This is an optimization exercise on Yosys and OpenROAD, whose aim is small area and a short achievable clock period, not a production implementation. Function was checked by simulation only, so behaviour that the tests miss may differ from the original. Power is estimated from default activity; no workload was simulated.

==> flow/design.v (outline; a module is shown in full before it is edited, if it fits) <==
// module pid_controller: 1224 lines
// module pid_fa: 4 lines
// module pid_pg: 4 lines
// module pid_carry16: 24 lines
// module pid_bpp: 3 lines
// module pid_ha: 4 lines
// module top: 23 lines
module top (
  input  logic        clk,
  input  logic        rst_n,
  input  logic [15:0] setpoint,
  input  logic [15:0] feedback,
  input  logic [15:0] Kp,
  input  logic [15:0] Ki,
  input  logic [15:0] Kd,
  input  logic [15:0] clk_prescaler,
  output logic [15:0] control_signal
);
  // ...
==> flow/flow/run.sh <==
#!/bin/bash
# The standard layout, with the port buffers made of plain buf_1 cells
# instead of the delay buffers buffer_ports picks on its own, and a larger
# setup margin for timing repair.
set -euo pipefail
export BUFFER_PORTS_ARGS="-buffer_cell sky130_fd_sc_hd__buf_1"
bash standard.sh SETUP_SLACK_MARGIN=6.8 finish > standard.log 2>&1
==> flow/standard.sh <==
#!/bin/bash
# synth_recipe.tcl (not shown) runs the flow's synth.tcl, then flattens the netlist and writes it again
# the make line also repeats each setting of config.mk as NAME=value (left out here)
make -C /OpenROAD-flow-scripts/flow DESIGN_CONFIG=/design/flow/config.mk WORK_HOME=/design/flow/orfs CLKGATE_MAP_FILE= SYNTH_SCRIPT=/design/flow/synth_recipe.tcl "${@:-finish}"
==> flow/config.mk <==
export PLATFORM = sky130hd
export DESIGN_NAME = top
export DESIGN_NICKNAME = top
export VERILOG_FILES = /design/flow/design.v
export SDC_FILE = /design/flow/constraint.sdc
export NUM_CORES = 4
export LEC_CHECK = 0
export CAP_MARGIN = 20
export CORE_MARGIN = 2
export CORE_UTILIZATION = 40
export SETUP_SLACK_MARGIN = 5
export SLEW_MARGIN = 20
export SYNTH_HIERARCHICAL = 1
export SYNTH_MINIMUM_KEEP_SIZE = 0
==> flow/constraint.sdc <==
create_clock -name core_clock -period 12.5 [get_ports {clk}]
set_input_delay 2.5000 -clock core_clock [delete_from_list [all_inputs] [get_ports {clk}]]
set_output_delay 2.5000 -clock core_clock [all_outputs]
set_load 0.01 [all_outputs]
==> results.py, run 1 <==
metrics = {
    "synthesis": {
        "synth_top_cell_by_area": "fa_1",
        "synth_compound_area_frac": 0.170,
        "synth_ff_type": "dfrtp_1",
        "synth_common_cells": "xnor2_1 (233), fa_1 (226), a22o_1 (216)",
    },
    "timing": {
        "tns_ns": 0,
        "post-route-period-util": 0.476,
        "worst_pin_slew_ns": 1.09,
    },
    "detailed_routing": {
        "first_pass_iters": 5,
        "vias": 11532,
        "drt_iter0_markers": 789,
        "wl_met1_um": 19300,
    },
    "setup_path": {
        "worst-path-stages": 18,
        "path_cells": "buf_6 > ha_4 > a21o_1 > a21oi_4 > nand2_2 > a21o_4 > a31o_4 > xnor2_4 > inv_4 > ha_4 > nor2_4 > buf_12 > buf_8 > xnor2_2 > a22o_1 > fa_2 > fa_1 > fa_2",
        "cp_slowest_cell": "fa_1",
        "slowest_delay_ns": 0.53,
        "crit_start": "setpoint[2]",
    },
    "floorplanning": {
        "rows": 72,
        "fp.dieH_um": 202,
        "nWellTaps": 518,
        "io_pins": 114,
        "die_w_um": 202,
    },
    "clocking": {
        "numCtsBuffers": 17,
        "cts_sinks": 115,
        "clk_path_buf_depth": 2,
    },
    "power": {
        "finalPower_mw": 4.30,
        "power.switching_mw": 2.06,
        "clock_power_share": 0.112,
    },
    "placement": {
        "dp_hpwl_um": 35700,
    },
    "run_status": {
        "outcome": "timing/DRC/antenna clean",
    },
    "finish": {
        "regArea_um2": 2880,
        "fill_cells": 3547,
        "multi_input_area_um2": 13400,
        "layout.nonclk_buf_frac": 0.0717,
        "final_core_util": 0.496,
    },
    "global_route": {
        "grt_pass1_vias": 12162,
        "met3_usage": 0.0444,
    },
}
==> run 2, diff against run 1 <==
--- a/flow/flow/run.sh
+++ b/flow/flow/run.sh
@@ -4,4 +4,4 @@
 # setup margin for timing repair.
 set -euo pipefail
 export BUFFER_PORTS_ARGS="-buffer_cell sky130_fd_sc_hd__buf_1"
-bash standard.sh SETUP_SLACK_MARGIN=6.8 finish > standard.log 2>&1
+bash standard.sh SETUP_SLACK_MARGIN=6.5 finish > standard.log 2>&1
--- a/flow/config.mk
+++ b/flow/config.mk
@@ -8,6 +8,8 @@
 export CAP_MARGIN = 20
 export CORE_MARGIN = 2
 export CORE_UTILIZATION = 40
+export CTS_BUF_LIST = sky130_fd_sc_hd__clkbuf_4 sky130_fd_sc_hd__clkbuf_8
+export CTS_CLUSTER_SIZE = 40
 export SETUP_SLACK_MARGIN = 5
 export SLEW_MARGIN = 20
 export SYNTH_HIERARCHICAL = 1
==> run 2 against run 1 <==
Compared with the run above:
- critical path depth decreased by 2
- global-route usage down 1.3 points
- still clean on timing, DRC and antenna
- clock skew rose by 0.0063 ns
- largest power group unchanged
- largest cell class unchanged
- die area unchanged
- worst hold slack gained 0.030 ns
- worst setup slack better by 0.019 ns
- non-clock buffer count down 27
==> results.py, run 2 <==
metrics = {
    "run_status": {
        "outcome": "timing/DRC/antenna clean",
    },
    "placement": {
        "dp_hpwl_um": 34800,
        "gp_routability_congestion": 0.872,
        "placed_cells": 1999,
        "port_buffers": 113,
    },
    "clocking": {
        "htree_levels": 4,
        "tritoncts": "done",
        "clk_latency_ns": 0.46,
        "hold_buffers": 0,
        "clkSlewWorstSetupHoldPaths_ns": 0.09,
        "cts_sinks": 115,
        "clk_path_buf_depth": 2,
        "root_buffer": "clkbuf_8",
        "numCtsBuffers": 17,
    },
    "global_route": {
        "grt_antenna_before_repair": 0,
        "grt_pass1_vias": 11707,
        "grt_max_degree": 63,
        "grt_pass1_wl_um": 67500,
        "grt.total_usage": 0.216,
        "grt.overflow.total": 0,
    },
    "detailed_routing": {
        "avgRoutedWirePerCell_um": 20.7,
        "finalWirelength_um": 43000,
        "viasPerCell": 5.44,
        "vias": 11299,
        "drc": 0,
        "drtAntennaViolNets": 0,
        "drt_iter0_markers": 884,
        "first_pass_iters": 6,
    },
    "synthesis": {
        "synth_top_cell_by_area": "fa_1",
        "synth_area_leaders": "fa_1 (29%), dfrtp_1 (18%), xnor2_1 (13%)",
        "yosys.cell_count.top_type": "xnor2_1",
        "synth_top_area_share": 0.290,
        "synth_warnings": 10,
        "synth_cells": 1385,
        "syn-cell-area_um2": 15600,
        "syn_area_per_cell_um2": 11.3,
        "synth-edff-count": 0,
        "ys_seq_area_frac": 0.184,
        "synth-async-reset-ratio": 1.00,
        "synth_ff_type": "dfrtp_1",
        "ys_seq_elements": 115,
        "synth.distinct_cells": 45,
        "synth_common_cells": "xnor2_1 (233), fa_1 (226), a22o_1 (216)",
    },
    "finish": {
        "fill_cells": 3660,
        "final_cells": 2076,
        "layout-drive-gt1-share": 0.175,
        "layout_common_cells": "a22o_1 (216), fa_1 (215), xnor2_1 (209), dfrtp_1 (113), buf_1 (111)",
        "nNetsFinal": 1953,
        "area_delta_synth_final_pct": 16.9,
        "layout_commonest_cell": "a22o_1",
    },
    "floorplanning": {
        "die_w_um": 202,
        "io_pins": 114,
        "dieArea_um2": 40600,
        "core_um2": 38600,
        "fp.dieH_um": 202,
        "rows": 72,
        "start_util": 0.405,
    },
    "timing": {
        "post-route-min-period_ns": 5.94,
        "max_slew_margin": 0.325,
        "report.final.hold_viol_count": 0,
        "grt_setup_unrepaired": "true",
        "timing.fmax_mhz": 168,
        "finalMaxSlewViolations": 0,
        "post-route-period-util": 0.475,
        "clock_skew_ns": 0.0174,
        "setup_viol": 0,
        "worst_pin_slew_ns": 1.00,
        "tns_ns": 0,
    },
    "hold_path": {
        "hp-start": "u_dut.clk_divider[0]",
        "worstHoldPathType": "flop to flop",
    },
    "setup_path": {
        "critPathCaptureType": "flop",
        "path_class": "input pin to flop",
        "required_ns": 12.82,
        "arrival_ns": 6.26,
        "worstReg2RegStart": "u_dut.smp",
        "crit_start": "feedback[0]",
        "worstPathMaxFanout": 12,
        "setup.worst_path.start_class": "input pin",
    },
    "flow_run": {
        "drv_cap": 0,
    },
    "power": {
        "powerDensity_nw_per_um2": 219,
        "leakagePower_nw": 8.43,
        "ir_drop_mv": 0.172,
    },
}
[run 2: cell counts after synthesis]
Identical to the previous run, type by type.
[run 2: where the power goes]
part           internal (mW)  leakage (nW)  switching, mW  total, mW
combinational           1.35          6.80           1.73       3.08
sequential             0.491          1.43         0.0568      0.548
clock                  0.167         0.198          0.194      0.361
[run 2: final timing paths]
| check | slack (ns) | end | cells past startpoint |
|---|---|---|---|
| min in group asynchronous | 2.16 | u_dut.clk_divider[15] | 1 |
| setup / recovery | 6.56 | u_dut.C3[15] | 16 |
| max in group asynchronous | 9.01 | u_dut.prev[9] | 2 |
| hold / removal | 0.53 | u_dut.clk_divider[0] | 1 |
| setup reg to reg | 6.68 | u_dut.C3[14] | 11 |
| hold reg to reg | 0.53 | u_dut.clk_divider[0] | 1 |
[run 2: timing repair]
action | in CTS | in global routing
setup buffers | 35 | 9
gates resized for setup | 43 | 50
endpoints found under the setup margin | 36 | 27
pin swaps | 17 | 21
[run 2: cells by family (layout without fill, tap and decap cells)]
logic type      Yosys count  after routing  synth area share
compound gates          329            329             0.170
xor+xnor                281            281             0.160
fa+ha+maj               311            311             0.358
buf+inv                 111            279            0.0310
flops                   115            115             0.184
mux                      39             39            0.0281
other cells               2              7          0.000481
simple gates            197            197            0.0684
[run 2: per-module statistics from Yosys, one instance, submodules excluded, excerpt]
module / copies in the design / flops+latches / area, µm²
pid_bpp: 216 / 0 / 8.76
pid_carry16: 3 / 0 / 272
pid_fa: 226 / 0 / 20.0
pid_pg: 48 / 0 / 12.5
pid_controller: 1 / 115 / 7750
pid_ha: 2 / 0 / 12.5
[run 2: metrics by stage]
| step | util | setup slack, ns | instance area, µm² | power, mW | hold WS [ns] |
|---|---|---|---|---|---|
| 2_1_floorplan | - | 6.30 | 15900 | 2.57 | 0.449 |
| 3_3_place_gp | 0.438 | 5.27 | 16900 | 3.51 | 0.530 |
| 3_5_place_dp | 0.438 | 5.38 | 16900 | 3.56 | 0.532 |
| 4_1_cts | 0.465 | 6.48 | 17900 | 4.01 | 0.545 |
| 5_1_grt | 0.473 | 6.44 | 18200 | 4.36 | 0.564 |
| 6_report | 0.473 | 6.56 | 18200 | 3.99 | 0.526 |
[run 2: worst max-delay path: stages]
cell     delay [ns]
buf_1          0.07
inv_1          0.08
ha_4           0.21
a21o_4         0.22
a21o_1         0.20
a21o_1         0.24
xnor2_4        0.33
inv_4          0.18
ha_4           0.21
nor2_4         0.12
buf_12         0.16
xnor2_1        0.09
a22o_1         0.25
fa_1           0.42
fa_1           0.56
fa_1           0.41
[run 2: per-layer routing]
layer	GRT usage	vias up	wire length (µm)
li1	-	5156	-
met1	0.306	5750	19200
met2	0.354	360	20800
met3	0.0292	33	2260
met4	0.0496	0	659
met5	0	-	0
[run 2: layout make-up]
class | instances | area [µm²] | area share
multi-input combinational | 1163 | 13000 | 0.712
clock inverter | 15 | 163 | 0.00891
timing repair buffer | 177 | 1040 | 0.0571
tap | 518 | 648 | 0.0355
clock buffer | 17 | 234 | 0.0128
inverter | 70 | 283 | 0.0155
sequential | 115 | 2880 | 0.158
antenna | 1 | 2.50 | 0.000137
==> run 3, diff against run 2 <==
--- a/flow/config.mk
+++ b/flow/config.mk
@@ -10,6 +10,8 @@
 export CORE_UTILIZATION = 40
 export CTS_BUF_LIST = sky130_fd_sc_hd__clkbuf_4 sky130_fd_sc_hd__clkbuf_8
 export CTS_CLUSTER_SIZE = 40
+export GPL_ROUTABILITY_DRIVEN = 0
+export PLACE_DENSITY = 0.7
 export SETUP_SLACK_MARGIN = 5
 export SLEW_MARGIN = 20
 export SYNTH_HIERARCHICAL = 1
==> run 3 against run 2 <==
Compared with the run above:
- worst hold slack got worse by 0.030 ns
- largest power group unchanged
- critical path depth did not move
- synthesized area unchanged
- non-clock buffer count increased by 12
- combinational power increased by 3%
- sequential power is essentially flat
==> results.py, run 3 <==
metrics = {
    "timing": {
        "setup_viol": 0,
        "timing.fmax_mhz": 168,
        "post-route-period-util": 0.477,
        "max_slew_margin": 0.314,
        "post-route-min-period_ns": 5.96,
        "tns_ns": 0,
        "report.final.hold_viol_count": 0,
        "finalMaxSlewViolations": 0,
        "worst_pin_slew_ns": 1.02,
        "grt_setup_unrepaired": "true",
        "clock_skew_ns": 0.0268,
        "hold_slack_ns": 0.496,
        "setup_ws_ns": 6.54,
    },
    "clocking": {
        "htree_levels": 4,
        "tritoncts": "done",
        "root_buffer": "clkbuf_8",
        "clk_path_buf_depth": 2,
        "clk_latency_ns": 0.48,
        "numCtsBuffers": 17,
        "hold_buffers": 0,
        "cts_sinks": 115,
        "clkSlewWorstSetupHoldPaths_ns": 0.09,
    },
    "synthesis": {
        "synth.distinct_cells": 45,
        "ys_seq_area_frac": 0.184,
        "synth_top_cell_by_area": "fa_1",
        "synth_cells": 1385,
        "synth_top_area_share": 0.290,
        "synth-async-reset-ratio": 1.00,
        "synth-edff-count": 0,
        "synth_common_cells": "xnor2_1 (233), fa_1 (226), a22o_1 (216)",
        "syn_area_per_cell_um2": 11.3,
        "syn-cell-area_um2": 15600,
        "ys_seq_elements": 115,
        "synth_ff_type": "dfrtp_1",
        "synth_area_leaders": "fa_1 (29%), dfrtp_1 (18%), xnor2_1 (13%)",
        "yosys.cell_count.top_type": "xnor2_1",
        "synth_warnings": 10,
    },
    "setup_path": {
        "setup.worst_path.start_class": "input pin",
        "critPathCaptureType": "flop",
        "required_ns": 12.85,
        "path_class": "input pin to flop",
        "arrival_ns": 6.31,
        "worstPathMaxFanout": 7,
    },
    "placement": {
        "dp_hpwl_um": 33900,
        "place_area_um2": 16900,
        "pre_cts_ws_ns": 5.12,
        "port_buffers": 113,
    },
    "finish": {
        "fill_cells": 3504,
        "area_delta_synth_final_pct": 18.3,
        "nNetsFinal": 1965,
        "layout_commonest_cell": "fa_1",
        "fin_area_um2": 18500,
        "layout-drive-gt1-share": 0.182,
        "layout_common_cells": "fa_1 (219), a22o_1 (216), xnor2_1 (208), dfrtp_1 (113), buf_1 (110)",
        "n_antenna_cell": 0,
    },
    "floorplanning": {
        "die_w_um": 202,
        "start_util": 0.405,
        "fp.dieH_um": 202,
        "io_pins": 114,
        "dieArea_um2": 40600,
        "rows": 72,
        "core_um2": 38600,
    },
    "global_route": {
        "grt_max_degree": 83,
        "grt.overflow.total": 0,
        "grt_antenna_before_repair": 0,
        "grt.total_usage": 0.215,
        "grt_pass1_wl_um": 67700,
        "grt_pass1_vias": 12162,
    },
    "hold_path": {
        "worstHoldPathType": "flop to flop",
    },
    "power": {
        "finalPower_mw": 4.07,
        "ir_drop_mv": 0.158,
        "leakagePower_nw": 8.54,
        "powerDensity_nw_per_um2": 221,
    },
    "detailed_routing": {
        "drt_iter0_markers": 1021,
        "drc": 0,
        "finalWirelength_um": 43100,
        "avgRoutedWirePerCell_um": 20.7,
        "vias": 11674,
        "drtAntennaViolNets": 0,
        "first_pass_iters": 5,
        "viasPerCell": 5.59,
    },
    "flow_run": {
        "drv_cap": 0,
    },
    "run_status": {
        "outcome": "timing/DRC/antenna clean",
    },
}
run 3: path summary, 6_finish.rpt:
check                                     start              endpoint  slack, ns  cells past startpoint
max reg2reg                           u_dut.smp          u_dut.C3[15]       6.60                     11
min reg2reg                u_dut.clk_divider[0]  u_dut.clk_divider[0]       0.50                      1
max in group asynchronous                 rst_n         u_dut.prev[9]       9.02                      2
max                                 feedback[7]          u_dut.C3[15]       6.54                     16
min in group asynchronous                 rst_n  u_dut.clk_divider[0]       2.13                      1
min                        u_dut.clk_divider[0]  u_dut.clk_divider[0]       0.50                      1
run 3: through the flow:
step / utilization / cells
after CTS: 0.465 / 2063
after global routing: 0.479 / 2087
final: 0.479 / 2087
after floorplan: - / 1389
after detailed placement: 0.438 / 1997
after global placement: 0.438 / 1997
run 3: cell families (layout without fill, tap and decap cells):
family	Yosys count	after routing	share of synthesized area
compound gates	329	329	0.170
xor+xnor	281	281	0.160
fa+ha+maj	311	311	0.358
buf+inv	111	291	0.0310
flops	115	115	0.184
mux	39	39	0.0281
other cells	2	6	0.000481
simple gates	197	197	0.0684
run 3: routing by layer:
layer  wire (µm)  track usage
met1       17000        0.276
met2       20800        0.353
met3        3500       0.0491
met4        1870       0.0822
met5           0            0
run 3: cell type report:
| class | count | area (µm²) | share of cell area |
|---|---|---|---|
| inverter | 70 | 290 | 0.0157 |
| multi-input combinational | 1163 | 13000 | 0.707 |
| timing repair buffer | 189 | 1200 | 0.0649 |
| sequential | 115 | 2880 | 0.156 |
| clock inverter | 14 | 143 | 0.00773 |
| clock buffer | 18 | 248 | 0.0134 |
| tap | 518 | 648 | 0.0351 |
run 3: timing repair:
item	in CTS	in global routing
gates cloned	0	1
pin swaps	22	37
endpoints found under the setup margin	33	22
setup buffers	34	22
gates resized for setup	52	56
run 3: where the power goes:
| group | switching, mW | internal [mW] | total [mW] |
|---|---|---|---|
| clock network | 0.189 | 0.168 | 0.356 |
| logic | 1.79 | 1.38 | 3.17 |
| registers | 0.0552 | 0.491 | 0.547 |
| total | 2.04 | 2.04 | 4.07 |
run 3: critical path, stage by stage:
cell and delay, ns:
buf_1 0.07, inv_1 0.05, ha_2 0.31, a21oi_1 0.28, o21ai_4 0.12, nor2_1 0.19
a21oi_4 0.11, a21o_1 0.24, xor2_4 0.17, ha_2 0.21, nor2_4 0.26, xnor2_2 0.12
a22o_1 0.25, fa_2 0.41, fa_1 0.53, fa_1 0.49
run 3: modules after synthesis, one instance, submodules excluded, a selection:
module / area (µm²) / flops+latches / copies in the design
pid_carry16: 272 / 0 / 3
pid_bpp: 8.76 / 0 / 216
pid_controller: 7750 / 115 / 1
pid_ha: 12.5 / 0 / 2
pid_fa: 20.0 / 0 / 226
pid_pg: 12.5 / 0 / 48
==> run 4, diff against run 3 <==
--- a/flow/flow/run.sh
+++ b/flow/flow/run.sh
@@ -4,4 +4,4 @@
 # setup margin for timing repair.
 set -euo pipefail
 export BUFFER_PORTS_ARGS="-buffer_cell sky130_fd_sc_hd__buf_1"
-bash standard.sh SETUP_SLACK_MARGIN=6.5 finish > standard.log 2>&1
+bash standard.sh SETUP_SLACK_MARGIN=6.5 SKIP_GATE_CLONING=1 finish > standard.log 2>&1
--- a/flow/config.mk
+++ b/flow/config.mk
@@ -10,8 +10,6 @@
 export CORE_UTILIZATION = 40
 export CTS_BUF_LIST = sky130_fd_sc_hd__clkbuf_4 sky130_fd_sc_hd__clkbuf_8
 export CTS_CLUSTER_SIZE = 40
-export GPL_ROUTABILITY_DRIVEN = 0
-export PLACE_DENSITY = 0.7
 export SETUP_SLACK_MARGIN = 5
 export SLEW_MARGIN = 20
 export SYNTH_HIERARCHICAL = 1
==> run 4 against run 3 <==
Compared with the run above:
- synthesized area did not move
- die area unchanged
- wire length shrank 0.26%
- critical path type unchanged
- largest cell class unchanged
- synthesized cell count stayed put
- fmax increased by 0.36%
- first-iteration DRC count decreased by 13%
- worst setup slack improved by 0.022 ns
- sequential share of layout area is 0.18 points higher
- global-route usage rose by 0.15 points
- flip-flop and latch count stayed put
==> results.py, run 4 <==
metrics = {
    "detailed_routing": {
        "avgRoutedWirePerCell_um": 20.7,
        "wl_met1_um": 19200,
        "dr_wl_met3_um": 2260,
        "drtAntennaViolNets": 0,
        "drt_iter0_markers": 884,
        "dr_wl_met2_um": 20800,
        "drc": 0,
        "finalWirelength_um": 43000,
        "topRoutingLayerUsed": "met4",
        "first_pass_iters": 6,
        "viasPerCell": 5.44,
        "vias": 11299,
    },
    "placement": {
        "place_area_um2": 16900,
        "pre_cts_ws_ns": 5.38,
        "placed_cells": 1999,
        "port_buffers": 113,
        "dp_hpwl_um": 34800,
        "gp_routability_congestion": 0.872,
    },
    "synthesis": {
        "synth-async-reset-ratio": 1.00,
        "yosys.cell_count.top_type": "xnor2_1",
        "synth.distinct_cells": 45,
        "synth_top_area_share": 0.290,
        "synth_top_cell_by_area": "fa_1",
        "synth-edff-count": 0,
        "ys_seq_area_frac": 0.184,
        "synth_common_cells": "xnor2_1 (233), fa_1 (226), a22o_1 (216)",
        "ys_seq_elements": 115,
        "syn-cell-area_um2": 15600,
        "synth_warnings": 10,
        "syn_area_per_cell_um2": 11.3,
        "synth_ff_type": "dfrtp_1",
        "synth_area_leaders": "fa_1 (29%), dfrtp_1 (18%), xnor2_1 (13%)",
        "synth_cells": 1385,
    },
    "finish": {
        "layout_commonest_cell": "a22o_1",
        "final_cells": 2076,
        "nNetsFinal": 1953,
        "fill_cells": 3660,
        "fin_area_um2": 18200,
        "area_delta_synth_final_pct": 16.9,
        "layout-drive-gt1-share": 0.175,
        "layout_common_cells": "a22o_1 (216), fa_1 (215), xnor2_1 (209), dfrtp_1 (113), buf_1 (111)",
    },
    "power": {
        "seq_power_share": 0.137,
        "ir_drop_mv": 0.172,
        "clock_power_share": 0.091,
        "powerDensity_nw_per_um2": 219,
        "intPower_mw": 2.01,
        "p_comb_frac": 0.772,
        "power.switching_mw": 1.98,
        "leakagePower_nw": 8.43,
        "sw_frac_of_total": 0.497,
    },
    "clocking": {
        "tritoncts": "done",
        "clkSlewWorstSetupHoldPaths_ns": 0.09,
        "clk_path_buf_depth": 2,
        "htree_levels": 4,
        "cts_sinks": 115,
        "numCtsBuffers": 17,
        "clk_latency_ns": 0.46,
        "root_buffer": "clkbuf_8",
    },
    "flow_run": {
        "drv_cap": 0,
    },
    "floorplanning": {
        "core_um2": 38600,
        "io_pins": 114,
        "start_util": 0.405,
        "dieArea_um2": 40600,
        "die_w_um": 202,
        "fp.dieH_um": 202,
        "rows": 72,
    },
    "setup_path": {
        "critPathCaptureType": "flop",
        "required_ns": 12.82,
        "path_class": "input pin to flop",
        "worstPathMaxFanout": 12,
        "cp_slowest_cell": "fa_1",
        "slowest_delay_ns": 0.56,
        "critPathTopFamily": "adder cells",
        "path_common_cell": "fa_1",
        "r2r_setup_slack_ns": 6.68,
        "worstReg2RegStart": "u_dut.smp",
        "setup.worst_path.start_class": "input pin",
        "reg2reg_depth": 11,
        "reg2reg_to": "u_dut.C3[14]",
        "path_cells": "buf_1 > inv_1 > ha_4 > a21o_4 > a21o_1 > a21o_1 > xnor2_4 > inv_4 > ha_4 > nor2_4 > buf_12 > xnor2_1 > a22o_1 > fa_1 > fa_1 > fa_1",
        "crit_buf_inv": 4,
        "arrival_ns": 6.26,
    },
    "timing": {
        "timing.fmax_mhz": 168,
        "hold_slack_ns": 0.526,
        "post-route-period-util": 0.475,
        "report.final.hold_viol_count": 0,
        "max_slew_margin": 0.325,
        "finalMaxSlewViolations": 0,
        "grt_setup_unrepaired": "true",
        "post-route-min-period_ns": 5.94,
        "tns_ns": 0,
        "clock_skew_ns": 0.0174,
        "setup_viol": 0,
        "worst_pin_slew_ns": 1.00,
        "setup_ws_ns": 6.56,
    },
    "hold_path": {
        "holdPathStages": 1,
        "hold_end": "u_dut.clk_divider[0]",
        "worstHoldPathType": "flop to flop",
        "hp-start": "u_dut.clk_divider[0]",
    },
    "global_route": {
        "grt.total_usage": 0.216,
        "grt.overflow.total": 0,
        "grt_pass1_vias": 11707,
        "grt_antenna_before_repair": 0,
        "grt_pass1_wl_um": 67500,
        "grt_max_degree": 63,
    },
    "run_status": {
        "outcome": "timing/DRC/antenna clean",
    },
}
-- run 4: cell count changes in the layout (fill, tap and decap cells not counted), sizes merged --
cell | before | now
inv | 76 | 79
diode | 0 | 1
clkbuf | 21 | 19
buf | 186 | 175
clkinv | 4 | 3
clkinvlp | 3 | 2
-- run 4: modules after synthesis (local to each module, per instance), a selection --
| module | flops+latches | cell area [µm²] |
|---|---|---|
| pid_bpp | 0 | 8.76 |
| pid_fa | 0 | 20.0 |
| pid_pg | 0 | 12.5 |
| pid_carry16 | 0 | 272 |
| pid_ha | 0 | 12.5 |
| pid_controller | 115 | 7750 |
-- run 4: through the flow --
stage               power, mW   util
global route             4.36  0.473
global placement         3.51  0.438
detailed placement       3.56  0.438
finish                   3.99  0.473
CTS                      4.01  0.465
floorplan                2.57      -
-- run 4: layer usage --
metal,vias to the layer above,track usage
li1,5156,-
met3,33,0.0292
met1,5750,0.306
met4,0,0.0496
met5,-,0
met2,360,0.354
-- run 4: layout make-up --
class	count	area, µm²	area share
antenna	1	2.50	0.000137
clock buffer	17	234	0.0128
clock inverter	15	163	0.00891
inverter	70	283	0.0155
multi-input combinational	1163	13000	0.712
sequential	115	2880	0.158
tap	518	648	0.0355
timing repair buffer	177	1040	0.0571
-- run 4: cells by family after synthesis --
family,after synthesis,synth area share
other cells,2,0.000481
simple gates,197,0.0684
buf+inv,111,0.0310
mux,39,0.0281
fa+ha+maj,311,0.358
xor+xnor,281,0.160
flops,115,0.184
compound gates,329,0.170
-- run 4: power by group through the flow --
stage | Combinational [mW] | Clock [mW] | Sequential (mW)
floorplan | 2.04 | 0 | 0.536
CTS | 3.09 | 0.368 | 0.550
finish | 3.08 | 0.361 | 0.548
global placement | 2.95 | 0 | 0.558
detailed placement | 3.00 | 0 | 0.557
global route | 3.42 | 0.384 | 0.558
-- run 4: how the worst max path moves through the flow --
stage | start | slack (ns) | to | depth (start not counted)
2_1_floorplan | setpoint[2] | 6.30 | u_dut.C3[15] | 16
3_3_place_gp | feedback[0] | 5.27 | u_dut.C3[15] | 16
3_5_place_dp | feedback[0] | 5.38 | u_dut.C3[15] | 15
4_1_cts | feedback[0] | 6.48 | u_dut.C3[15] | 17
5_1_grt | feedback[0] | 6.44 | u_dut.C3[15] | 15
6_report | feedback[0] | 6.56 | u_dut.C3[15] | 16
-- run 4: timing repair --
action	CTS	global route
pin swaps	17	21
hold buffers	0	0
buffers inserted	35	9
gates resized for setup	43	50
setup endpoints to repair	36	27
==> run 5, diff against run 4 <==
--- a/flow/flow/run.sh
+++ b/flow/flow/run.sh
@@ -4,4 +4,4 @@
 # setup margin for timing repair.
 set -euo pipefail
 export BUFFER_PORTS_ARGS="-buffer_cell sky130_fd_sc_hd__buf_1"
-bash standard.sh SETUP_SLACK_MARGIN=6.5 SKIP_GATE_CLONING=1 finish > standard.log 2>&1
+bash standard.sh SETUP_SLACK_MARGIN=6.5 SETUP_MOVE_SEQUENCE=unbuffer,sizeup,swap,buffer finish > standard.log 2>&1
==> run 5 against run 4 <==
Compared with the run above:
- combinational power grew 1%
- synthesized area is the same
- fmax shrank 0.61%
- register-to-register slack lost 0.15 ns
==> results.py, run 5 <==
metrics = {
    "run_status": {
        "outcome": "timing/DRC/antenna clean",
    },
    "synthesis": {
        "synth_top_family_by_area": "adder cells",
        "synth.distinct_cells": 45,
        "synth-async-reset-ratio": 1.00,
        "synth_xor_xnor_area_share": 0.160,
        "synth_area_leaders": "fa_1 (29%), dfrtp_1 (18%), xnor2_1 (13%)",
        "syn-cell-area_um2": 15600,
        "synth-edff-count": 0,
        "synth_ff_type": "dfrtp_1",
        "synth.area.mux_share": 0.0281,
        "yosys.cell_count.top_type": "xnor2_1",
        "synth_cells": 1385,
        "ys_seq_elements": 115,
        "synthAdderAreaFrac": 0.358,
        "synth_top_area_share": 0.290,
        "synth_compound_area_frac": 0.170,
        "synth_warnings": 10,
        "syn_area_per_cell_um2": 11.3,
        "synth_top_cell_by_area": "fa_1",
        "ys_seq_area_frac": 0.184,
        "yosys.area_share.simple": 0.0684,
        "synth_common_cells": "xnor2_1 (233), fa_1 (226), a22o_1 (216)",
    },
    "detailed_routing": {
        "avgRoutedWirePerCell_um": 20.4,
        "first_pass_iters": 5,
        "viasPerCell": 5.41,
        "vias": 11216,
        "drtAntennaViolNets": 0,
        "drt_iter0_markers": 833,
        "finalWirelength_um": 42300,
        "drc": 0,
    },
    "timing": {
        "clock_skew_ns": 0.0184,
        "max_slew_margin": 0.339,
        "report.final.hold_viol_count": 0,
        "setup_viol": 0,
        "post-route-min-period_ns": 5.97,
        "post-route-period-util": 0.478,
        "finalMaxSlewViolations": 0,
        "grt_setup_unrepaired": "true",
        "tns_ns": 0,
        "worst_pin_slew_ns": 0.983,
        "timing.fmax_mhz": 167,
    },
    "finish": {
        "area_delta_synth_final_pct": 17.0,
        "final_core_util": 0.473,
        "layout_common_cells": "a22o_1 (216), xnor2_1 (210), fa_1 (197), dfrtp_1 (114), buf_1 (112)",
        "layout_commonest_cell": "a22o_1",
        "n_antenna_cell": 0,
        "nNetsFinal": 1952,
        "layout-drive-gt1-share": 0.180,
    },
    "clocking": {
        "clkSlewWorstSetupHoldPaths_ns": 0.09,
        "clk_path_buf_depth": 2,
        "htree_levels": 4,
        "cts_sinks": 115,
        "numCtsBuffers": 17,
        "tritoncts": "done",
        "root_buffer": "clkbuf_8",
        "clk_latency_ns": 0.46,
    },
    "setup_path": {
        "worstPathMaxFanout": 78,
        "arrival_ns": 6.37,
        "path_class": "flop to flop",
        "critPathCaptureType": "flop",
        "worstReg2RegStart": "u_dut.smp",
        "crit_start": "u_dut.smp",
        "setup.worst_path.start_class": "flop",
        "required_ns": 12.89,
    },
    "floorplanning": {
        "core_um2": 38600,
        "start_util": 0.405,
        "io_pins": 114,
        "dieArea_um2": 40600,
        "rows": 72,
        "fp.dieH_um": 202,
        "die_w_um": 202,
    },
    "global_route": {
        "grt_antenna_before_repair": 0,
        "grt.total_usage": 0.215,
        "grt_pass1_vias": 11671,
        "grt_pass1_wl_um": 67100,
        "grt.overflow.total": 0,
        "grt_max_degree": 79,
    },
    "placement": {
        "port_buffers": 113,
        "dp_hpwl_um": 34800,
        "gp_routability_congestion": 0.872,
    },
    "power": {
        "ir_drop_mv": 0.159,
        "powerDensity_nw_per_um2": 220,
        "leakagePower_nw": 8.41,
    },
    "flow_run": {
        "drv_cap": 0,
    },
    "hold_path": {
        "hp-start": "u_dut.clk_divider[0]",
        "worstHoldPathType": "flop to flop",
    },
}
[run 5: cell count changes in the layout (fill, tap and decap cells not counted), sizes merged]
cell,change
clkbuf,-1
diode,-1
[run 5: modules after synthesis (local to each module, per instance), a selection]
module,copies in the design,cells
pid_bpp,216,1
pid_carry16,3,44
pid_controller,1,761
pid_pg,48,1
pid_ha,2,1
pid_fa,226,1
[run 5: final cells by class]
type                            instances  area, µm²
Sequential cell                       115       2880
Fill cell                            3651      20300
Inverter                               70        283
Clock buffer                           17        234
Multi-Input combinational cell       1163      13000
Clock inverter                         15        163
Tap cell                              518        648
Timing Repair Buffer                  176       1020
[run 5: where the power goes]
part           internal [mW]  switching (mW)  leakage (nW)
registers              0.491          0.0572          1.43
logic                   1.39            1.73          6.78
clock network          0.167           0.193         0.198
total                   2.04            1.98          8.41
[run 5: worst paths after layout]
path	slack, ns	cells past startpoint	endpoint
max reg2reg	6.53	11	u_dut.C3[14]
min reg2reg	0.53	1	u_dut.clk_divider[0]
max in group asynchronous	9.05	2	u_dut.C1[12]
min in group asynchronous	2.15	1	u_dut.clk_divider[15]
min	0.53	1	u_dut.clk_divider[0]
max	6.53	11	u_dut.C3[14]
[run 5: repair_timing]
action / CTS / global route
resized for setup: 61 / 48
pin swaps: 23 / 23
endpoints found under the setup margin: 36 / 27
hold buffers: 0 / 0
buffers inserted: 33 / 10
[run 5: per-stage QoR]
step                      setup WS (ns)  power (mW)  cells  hold WS (ns)  cell area [µm²]
after CTS                          6.46        4.04   2064         0.545            17900
after detailed placement           5.38        3.56   1999         0.532            16900
after global routing               6.36        4.38   2074         0.564            18300
after global placement             5.27        3.51   1998         0.530            16900
after floorplan                    6.30        2.57   1389         0.449            15900
final                              6.53        4.02   2074         0.526            18300
[run 5: critical path, cell delays in order (launching register included)]
cell and delay, ns:
dfrtp_4 1.01, mux2_4 0.36, fa_1 0.48, fa_2 0.35, fa_2 0.34, fa_2 0.34, fa_2 0.59, fa_1 0.45
fa_2 0.37, fa_1 0.52, fa_2 0.48, fa_2 0.57
[run 5: layer usage]
layer  share of wire  global-route usage  wire length (µm)
met5               0                   0                 0
met4           0.013              0.0431               539
met3           0.055              0.0295              2320
met2            0.49               0.355             20600
met1            0.44               0.303             18800
[run 5: logic make-up after synthesis]
family,after synthesis
other,2
adder cells (fa/ha/maj),311
AND/OR/NAND/NOR,197
flip-flops,115
XOR/XNOR,281
AO/OA/AOI/OAI,329
multiplexers,39
buffers and inverters,111
==> run 6, diff against run 5 <==
==> flow/run.sh (new file) <==
#!/bin/bash
# synth_recipe.tcl (not shown) runs the flow's synth.tcl, then flattens the netlist and writes it again
# the make line also repeats each setting of config.mk as NAME=value (left out here)
make -C /OpenROAD-flow-scripts/flow DESIGN_CONFIG=/design/flow/config.mk WORK_HOME=/design/flow/orfs CLKGATE_MAP_FILE= SYNTH_SCRIPT=/design/flow/synth_recipe.tcl finish
removed: flow/flow/run.sh
removed: flow/standard.sh
==> run 6 against run 5 <==
Compared with the run above:
- worst hold slack worse by 0.043 ns
- die area is the same
- still clean on timing, DRC and antenna
- largest power group unchanged
- clock power up 7.8%
- total power up 1.8%
- critical endpoint is now u_dut.C3[15]
==> results.py, run 6 <==
metrics = {
    "clocking": {
        "clk_path_buf_depth": 2,
        "clkSlewWorstSetupHoldPaths_ns": 0.09,
        "numCtsBuffers": 17,
        "root_buffer": "clkbuf_8",
        "cts_setup_buffers": 0,
        "htree_levels": 4,
        "tritoncts": "done",
        "clk_latency_ns": 0.45,
        "cts_sinks": 115,
        "hold_buffers": 0,
    },
    "power": {
        "intPower_mw": 2.18,
        "seq_power_share": 0.134,
        "power.switching_mw": 1.92,
        "ir_drop_mv": 0.157,
        "clock_power_share": 0.095,
        "powerDensity_nw_per_um2": 229,
        "p_comb_frac": 0.772,
        "sw_frac_of_total": 0.469,
        "leakagePower_nw": 8.40,
        "finalPower_mw": 4.10,
    },
    "global_route": {
        "grt.total_usage": 0.213,
        "grt_pass1_wl_um": 67000,
        "grt_antenna_before_repair": 0,
        "grt.overflow.total": 0,
        "grt_max_degree": 80,
        "grt_pass1_vias": 11542,
    },
    "timing": {
        "post-route-period-util": 0.583,
        "finalMaxSlewViolations": 0,
        "grt_setup_unrepaired": "false",
        "max_slew_margin": 0.247,
        "tns_ns": 0,
        "report.final.hold_viol_count": 0,
        "clock_skew_ns": 0.0179,
        "post-route-min-period_ns": 7.28,
        "timing.fmax_mhz": 137,
        "worst_pin_slew_ns": 1.13,
        "setup_viol": 0,
        "hold_slack_ns": 0.483,
    },
    "floorplanning": {
        "dieArea_um2": 40600,
        "io_pins": 114,
        "die_w_um": 202,
        "fp.dieH_um": 202,
        "core_um2": 38600,
        "start_util": 0.405,
        "rows": 72,
    },
    "synthesis": {
        "synth_warnings": 10,
        "syn-cell-area_um2": 15600,
        "synth-edff-count": 0,
        "ys_seq_area_frac": 0.184,
        "synth_top_cell_by_area": "fa_1",
        "synth.distinct_cells": 45,
        "synth_cells": 1385,
        "synth_common_cells": "xnor2_1 (233), fa_1 (226), a22o_1 (216)",
        "synth-async-reset-ratio": 1.00,
        "synth_ff_type": "dfrtp_1",
        "synth_top_area_share": 0.290,
        "ys_seq_elements": 115,
        "yosys.cell_count.top_type": "xnor2_1",
        "synth_area_leaders": "fa_1 (29%), dfrtp_1 (18%), xnor2_1 (13%)",
        "syn_area_per_cell_um2": 11.3,
    },
    "setup_path": {
        "critPathCaptureType": "flop",
        "cp_slowest_cell": "xnor2_1",
        "path_class": "input pin to flop",
        "setup.worst_path.start_class": "input pin",
        "required_ns": 12.82,
        "slowest_delay_ns": 0.54,
        "crit_buf_inv": 3,
        "path_cells": "clkdlybuf4s50_1 > inv_1 > ha_1 > a21o_1 > a21oi_2 > nand2_1 > a21o_1 > a31o_1 > xnor2_1 > inv_2 > ha_1 > nor2_4 > xnor2_1 > a22o_1 > fa_1 > fa_1 > fa_1",
        "arrival_ns": 7.60,
        "critPathTopFamily": "adder cells",
        "worstReg2RegStart": "u_dut.smp",
        "path_common_cell": "fa_1",
        "crit_start": "feedback[2]",
        "reg2reg_to": "u_dut.C3[14]",
        "r2r_setup_slack_ns": 6.13,
        "worstPathMaxFanout": 10,
        "reg2reg_depth": 12,
    },
    "finish": {
        "nNetsFinal": 1920,
        "final_core_util": 0.464,
        "layout_common_cells": "xnor2_1 (233), fa_1 (226), a22o_1 (216), dfrtp_1 (114), clkdlybuf4s50_1 (112)",
        "fin_area_um2": 17900,
        "layout_commonest_cell": "xnor2_1",
        "layout-drive-gt1-share": 0.0984,
        "n_antenna_cell": 0,
        "area_delta_synth_final_pct": 14.6,
        "fill_cells": 3649,
    },
    "placement": {
        "dp_hpwl_um": 34900,
        "place_area_um2": 17400,
        "port_buffers": 113,
        "gp_routability_congestion": 0.887,
    },
    "detailed_routing": {
        "viasPerCell": 5.40,
        "drtAntennaViolNets": 0,
        "finalWirelength_um": 41600,
        "vias": 11037,
        "first_pass_iters": 5,
        "drc": 0,
        "avgRoutedWirePerCell_um": 20.4,
        "drt_iter0_markers": 711,
    },
    "flow_run": {
        "drv_cap": 0,
    },
    "hold_path": {
        "holdPathStages": 1,
        "hp-start": "u_dut.clk_divider[0]",
        "hold_end": "u_dut.clk_divider[0]",
        "worstHoldPathType": "flop to flop",
    },
    "run_status": {
        "outcome": "timing/DRC/antenna clean",
    },
}
-- run 6: cell counts after synthesis --
Identical to the previous run, type by type.
-- run 6: logic make-up (layout without fill, tap and decap cells) --
family	count (synthesis)	after routing	synth area share
fa+ha+maj	311	311	0.358
mux	39	39	0.0281
flops	115	115	0.184
xor+xnor	281	281	0.160
compound gates	329	329	0.170
buf+inv	111	246	0.0310
other cells	2	6	0.000481
simple gates	197	197	0.0684
-- run 6: power by group through the flow --
stage	logic, mW	clock network, mW	registers, mW
after floorplan	2.00	0	0.535
after global placement	3.16	0	0.556
after detailed placement	3.22	0	0.556
after CTS	3.24	0.397	0.549
after global routing	3.52	0.417	0.558
final	3.16	0.388	0.547
-- run 6: Yosys stat by module, one instance, submodules excluded, excerpt --
module          cell area (µm²)  cells inside
pid_controller             7750           761
pid_carry16                 272            44
pid_pg                     12.5             1
pid_bpp                    8.76             1
pid_fa                     20.0             1
pid_ha                     12.5             1
-- run 6: worst max-delay path by stage --
stage,endpoint,slack (ns),depth (start not counted)
floorplan,u_dut.C3[15],5.85,16
global placement,u_dut.C3[14],4.78,17
detailed placement,u_dut.C3[15],4.70,14
CTS,u_dut.C3[15],5.19,14
global route,u_dut.C3[15],5.01,17
finish,u_dut.C3[15],5.22,17
-- run 6: area by class of cell --
cell class	count	area (µm²)	area share
Timing Repair Buffer	144	1360	0.0761
Tap cell	518	648	0.0363
Multi-Input combinational cell	1163	12300	0.687
Clock buffer	18	248	0.0139
Inverter	70	263	0.0147
Clock inverter	14	189	0.0106
Sequential cell	115	2880	0.161
-- run 6: metal layers --
metal,wire length (µm),global-route usage
met4,542,0.0399
met2,20200,0.354
met1,18900,0.302
met5,0,0
met3,2030,0.0274
-- run 6: repair_timing --
action                                  CTS  global route
gates resized for setup                   0             2
endpoints found under the setup margin    0             1
endpoints found under the hold margin     0             0
-- run 6: metrics by stage --
step                instances  setup slack, ns
global placement         2010             4.78
global route             2042             5.01
detailed placement       2010             4.70
CTS                      2042             5.19
floorplan                1389             5.85
finish                   2042             5.22
-- run 6: worst reg2reg max path: stages, from the launching register on --
cell	delay, ns
dfrtp_4	0.95
buf_4	0.60
mux2_2	0.42
fa_1	0.41
fa_1	0.39
fa_1	0.38
fa_1	0.54
fa_1	0.48
fa_1	0.39
fa_1	0.44
fa_1	0.41
fa_1	0.42
fa_1	0.43
==> run 7, diff against run 6 <==
==> flow/flow/run.sh (new file) <==
#!/bin/bash
# The standard layout, with the port buffers made of plain buf_1 cells
# instead of the delay buffers buffer_ports picks on its own, and a larger
# setup margin for timing repair.
set -euo pipefail
export BUFFER_PORTS_ARGS="-buffer_cell sky130_fd_sc_hd__buf_1"
bash standard.sh SETUP_SLACK_MARGIN=6.5 finish > standard.log 2>&1
==> flow/standard.sh (new file) <==
#!/bin/bash
# synth_recipe.tcl (not shown) runs the flow's synth.tcl, then flattens the netlist and writes it again
# the make line also repeats each setting of config.mk as NAME=value (left out here)
make -C /OpenROAD-flow-scripts/flow DESIGN_CONFIG=/design/flow/config.mk WORK_HOME=/design/flow/orfs CLKGATE_MAP_FILE= SYNTH_SCRIPT=/design/flow/synth_recipe.tcl "${@:-finish}"
--- a/flow/config.mk
+++ b/flow/config.mk
@@ -8,8 +8,9 @@
 export CAP_MARGIN = 20
 export CORE_MARGIN = 2
 export CORE_UTILIZATION = 40
-export CTS_BUF_LIST = sky130_fd_sc_hd__clkbuf_4 sky130_fd_sc_hd__clkbuf_8
-export CTS_CLUSTER_SIZE = 40
+export CTS_BUF_LIST = sky130_fd_sc_hd__clkbuf_2 sky130_fd_sc_hd__clkbuf_4 sky130_fd_sc_hd__clkbuf_8
+export CTS_CLUSTER_DIAMETER = 100
+export CTS_CLUSTER_SIZE = 60
 export SETUP_SLACK_MARGIN = 5
 export SLEW_MARGIN = 20
 export SYNTH_HIERARCHICAL = 1
removed: flow/run.sh
==> run 7 against run 6 <==
Compared with the run above:
- worst setup slack gained 1.3 ns
- via count grew 2.4%
- largest power group unchanged
- sequential share of layout area shrank 0.32 points
- non-clock buffer count grew 33
- still clean on timing, DRC and antenna
- final cell count grew 1.7%
- wire length grew 3.4%
- combinational power shrank 3%
- clock-buffer cell count shrank 1
==> results.py, run 7 <==
metrics = {
    "power": {
        "seq_power_share": 0.137,
        "p_comb_frac": 0.772,
        "power.switching_mw": 1.98,
        "leakagePower_nw": 8.43,
        "intPower_mw": 2.01,
        "finalPower_mw": 3.99,
        "powerDensity_nw_per_um2": 219,
        "ir_drop_mv": 0.172,
        "clock_power_share": 0.091,
        "sw_frac_of_total": 0.497,
    },
    "synthesis": {
        "ys_seq_elements": 115,
        "synth_top_family_by_area": "adder cells",
        "synth-edff-count": 0,
        "synth.area.mux_share": 0.0281,
        "synth-async-reset-ratio": 1.00,
        "synth_ff_type": "dfrtp_1",
        "syn_area_per_cell_um2": 11.3,
        "synth_xor_xnor_area_share": 0.160,
        "synth_top_cell_by_area": "fa_1",
        "syn-cell-area_um2": 15600,
        "yosys.cell_count.top_type": "xnor2_1",
        "ys_seq_area_frac": 0.184,
        "synth_top_area_share": 0.290,
        "synth_common_cells": "xnor2_1 (233), fa_1 (226), a22o_1 (216)",
        "synth_cells": 1385,
        "synthAdderAreaFrac": 0.358,
        "synth_area_leaders": "fa_1 (29%), dfrtp_1 (18%), xnor2_1 (13%)",
        "synth_compound_area_frac": 0.170,
        "synth_warnings": 10,
        "synth.distinct_cells": 45,
        "yosys.area_share.simple": 0.0684,
    },
    "floorplanning": {
        "rows": 72,
        "dieArea_um2": 40600,
        "start_util": 0.405,
        "die_w_um": 202,
        "core_um2": 38600,
        "io_pins": 114,
        "fp.dieH_um": 202,
    },
    "detailed_routing": {
        "drtAntennaViolNets": 0,
        "viasPerCell": 5.44,
        "drc": 0,
        "finalWirelength_um": 43000,
        "avgRoutedWirePerCell_um": 20.7,
        "first_pass_iters": 6,
        "drt_iter0_markers": 884,
        "vias": 11299,
    },
    "timing": {
        "post-route-min-period_ns": 5.94,
        "timing.fmax_mhz": 168,
        "worst_pin_slew_ns": 1.00,
        "tns_ns": 0,
        "clock_skew_ns": 0.0174,
        "finalMaxSlewViolations": 0,
        "report.final.hold_viol_count": 0,
        "max_slew_margin": 0.325,
        "grt_setup_unrepaired": "true",
        "post-route-period-util": 0.475,
        "setup_viol": 0,
    },
    "setup_path": {
        "required_ns": 12.82,
        "path_class": "input pin to flop",
        "setup.worst_path.start_class": "input pin",
        "r2r_setup_slack_ns": 6.68,
        "critPathCaptureType": "flop",
        "worstPathMaxFanout": 12,
        "arrival_ns": 6.26,
    },
    "finish": {
        "layout-drive-gt1-share": 0.175,
        "nNetsFinal": 1953,
        "layout_commonest_cell": "a22o_1",
        "layout_common_cells": "a22o_1 (216), fa_1 (215), xnor2_1 (209), dfrtp_1 (113), buf_1 (111)",
        "area_delta_synth_final_pct": 16.9,
    },
    "placement": {
        "dp_hpwl_um": 34800,
        "gp_routability_congestion": 0.872,
        "port_buffers": 113,
    },
    "clocking": {
        "cts_sinks": 115,
        "htree_levels": 4,
        "clk_latency_ns": 0.46,
        "tritoncts": "done",
        "clkSlewWorstSetupHoldPaths_ns": 0.09,
        "clk_path_buf_depth": 2,
        "numCtsBuffers": 17,
        "root_buffer": "clkbuf_8",
        "hold_buffers": 0,
    },
    "hold_path": {
        "worstHoldPathType": "flop to flop",
    },
    "run_status": {
        "outcome": "timing/DRC/antenna clean",
    },
    "global_route": {
        "grt_antenna_before_repair": 0,
        "grt_pass1_wl_um": 67500,
        "grt.overflow.total": 0,
        "grt_pass1_vias": 11707,
        "grt_max_degree": 63,
        "grt.total_usage": 0.216,
    },
    "flow_run": {
        "drv_cap": 0,
    },
}
[run 7: metal layers]
metal	share of wire	vias to the layer above	track usage	wire length, µm
li1	-	5156	-	-
met1	0.45	5750	0.306	19200
met2	0.48	360	0.354	20800
met3	0.052	33	0.0292	2260
met4	0.015	0	0.0496	659
met5	0	-	0	0
[run 7: logic make-up after synthesis]
family / count (synthesis)
compound gates: 329
fa+ha+maj: 311
xor+xnor: 281
simple gates: 197
flops: 115
buf+inv: 111
mux: 39
other cells: 2
[run 7: worst max-delay path: stages]
cell     delay, ns
buf_1         0.07
inv_1         0.08
ha_4          0.21
a21o_4        0.22
a21o_1        0.20
a21o_1        0.24
xnor2_4       0.33
inv_4         0.18
ha_4          0.21
nor2_4        0.12
buf_12        0.16
xnor2_1       0.09
a22o_1        0.25
fa_1          0.42
fa_1          0.56
fa_1          0.41
[run 7: final timing paths]
check                                     start                     to  depth (start not counted)
max                                 feedback[0]           u_dut.C3[15]                         16
min                        u_dut.clk_divider[0]   u_dut.clk_divider[0]                          1
max reg2reg                           u_dut.smp           u_dut.C3[14]                         11
min reg2reg                u_dut.clk_divider[0]   u_dut.clk_divider[0]                          1
max in group asynchronous                 rst_n          u_dut.prev[9]                          2
min in group asynchronous                 rst_n  u_dut.clk_divider[15]                          1
[run 7: cell type report]
cell class                      instances  area (µm²)
Sequential cell                       115        2880
Clock inverter                         15         163
Clock buffer                           17         234
Multi-Input combinational cell       1163       13000
Inverter                               70         283
Antenna cell                            1        2.50
Timing Repair Buffer                  177        1040
Fill cell                            3660       20300
Tap cell                              518         648
[run 7: power by group through the flow]
| stage | clock, mW | combinational (mW) | sequential, mW |
|---|---|---|---|
| detailed placement | 0 | 3.00 | 0.557 |
| global route | 0.384 | 3.42 | 0.558 |
| CTS | 0.368 | 3.09 | 0.550 |
| floorplan | 0 | 2.04 | 0.536 |
| global placement | 0 | 2.95 | 0.558 |
| finish | 0.361 | 3.08 | 0.548 |
[run 7: what timing repair did]
item / in CTS / in global routing
setup buffers: 35 / 9
pin swaps: 17 / 21
resized for setup: 43 / 50
endpoints found under the setup margin: 36 / 27
[run 7: through the flow]
| stage | util | area, µm² | cells | worst slack [ns] | hold slack (ns) |
|---|---|---|---|---|---|
| 2_1_floorplan | - | 15900 | 1389 | 6.30 | 0.449 |
| 3_3_place_gp | 0.438 | 16900 | 1998 | 5.27 | 0.530 |
| 3_5_place_dp | 0.438 | 16900 | 1999 | 5.38 | 0.532 |
| 4_1_cts | 0.465 | 17900 | 2066 | 6.48 | 0.545 |
| 5_1_grt | 0.473 | 18200 | 2075 | 6.44 | 0.564 |
| 6_report | 0.473 | 18200 | 2076 | 6.56 | 0.526 |
[run 7: Yosys stat by module, one instance, submodules excluded, excerpt]
module,flip-flops and latches,area [µm²],times used
pid_bpp,0,8.76,216
pid_fa,0,20.0,226
pid_carry16,0,272,3
pid_controller,115,7750,1
pid_pg,0,12.5,48
pid_ha,0,12.5,2

## separate check: timing with driven ports
Ports are ideal in the flow. The routed layouts listed here were re-timed in OpenROAD.
Step 1, drivers: a clkbuf_16 drives clk and a buf_2 each remaining input, both assumed.
Step 2 adds t to the input delays and takes it off the output delays; t is the mean of the earliest and latest rising clock arrival at the registers after step 1. Input paths then give back, and output paths get back, about the clock's delay inside the block.
a / b / c = ideal ports / drivers / drivers and shift; a / b = the first two.
| run | t, ns | setup WS [ns] | hold WS [ns] | worst setup path at the end | pins driven straight from the clock port |
|---|---|---|---|---|---|
| run 1 | 0.479 | 6.545 / 6.557 / 6.077 | 0.496 / 0.496 / 0.496 | input to register | 1 |
| run 2 | 0.493 | 6.564 / 6.590 / 6.097 | 0.526 / 0.526 / 0.526 | input to register | 1 |
| run 3 | 0.508 | 6.542 / 6.568 / 6.060 | 0.496 / 0.496 / 0.496 | input to register | 1 |
| run 4 | 0.493 | 6.564 / 6.590 / 6.097 | 0.526 / 0.526 / 0.526 | input to register | 1 |
| run 5 | 0.494 | 6.527 / 6.527 / 6.076 | 0.526 / 0.526 / 0.526 | input to register | 1 |
| run 6 | 0.481 | 5.217 / 5.235 / 4.754 | 0.483 / 0.483 / 0.483 | input to register | 1 |
| run 7 | 0.493 | 6.564 / 6.590 / 6.097 | 0.526 / 0.526 / 0.526 | input to register | 1 |
After both steps setup and hold are still met in every run listed. For run 3, which loses most, drivers alone change the setup slack by +0.026 ns; drivers and shift together by -0.482 ns.
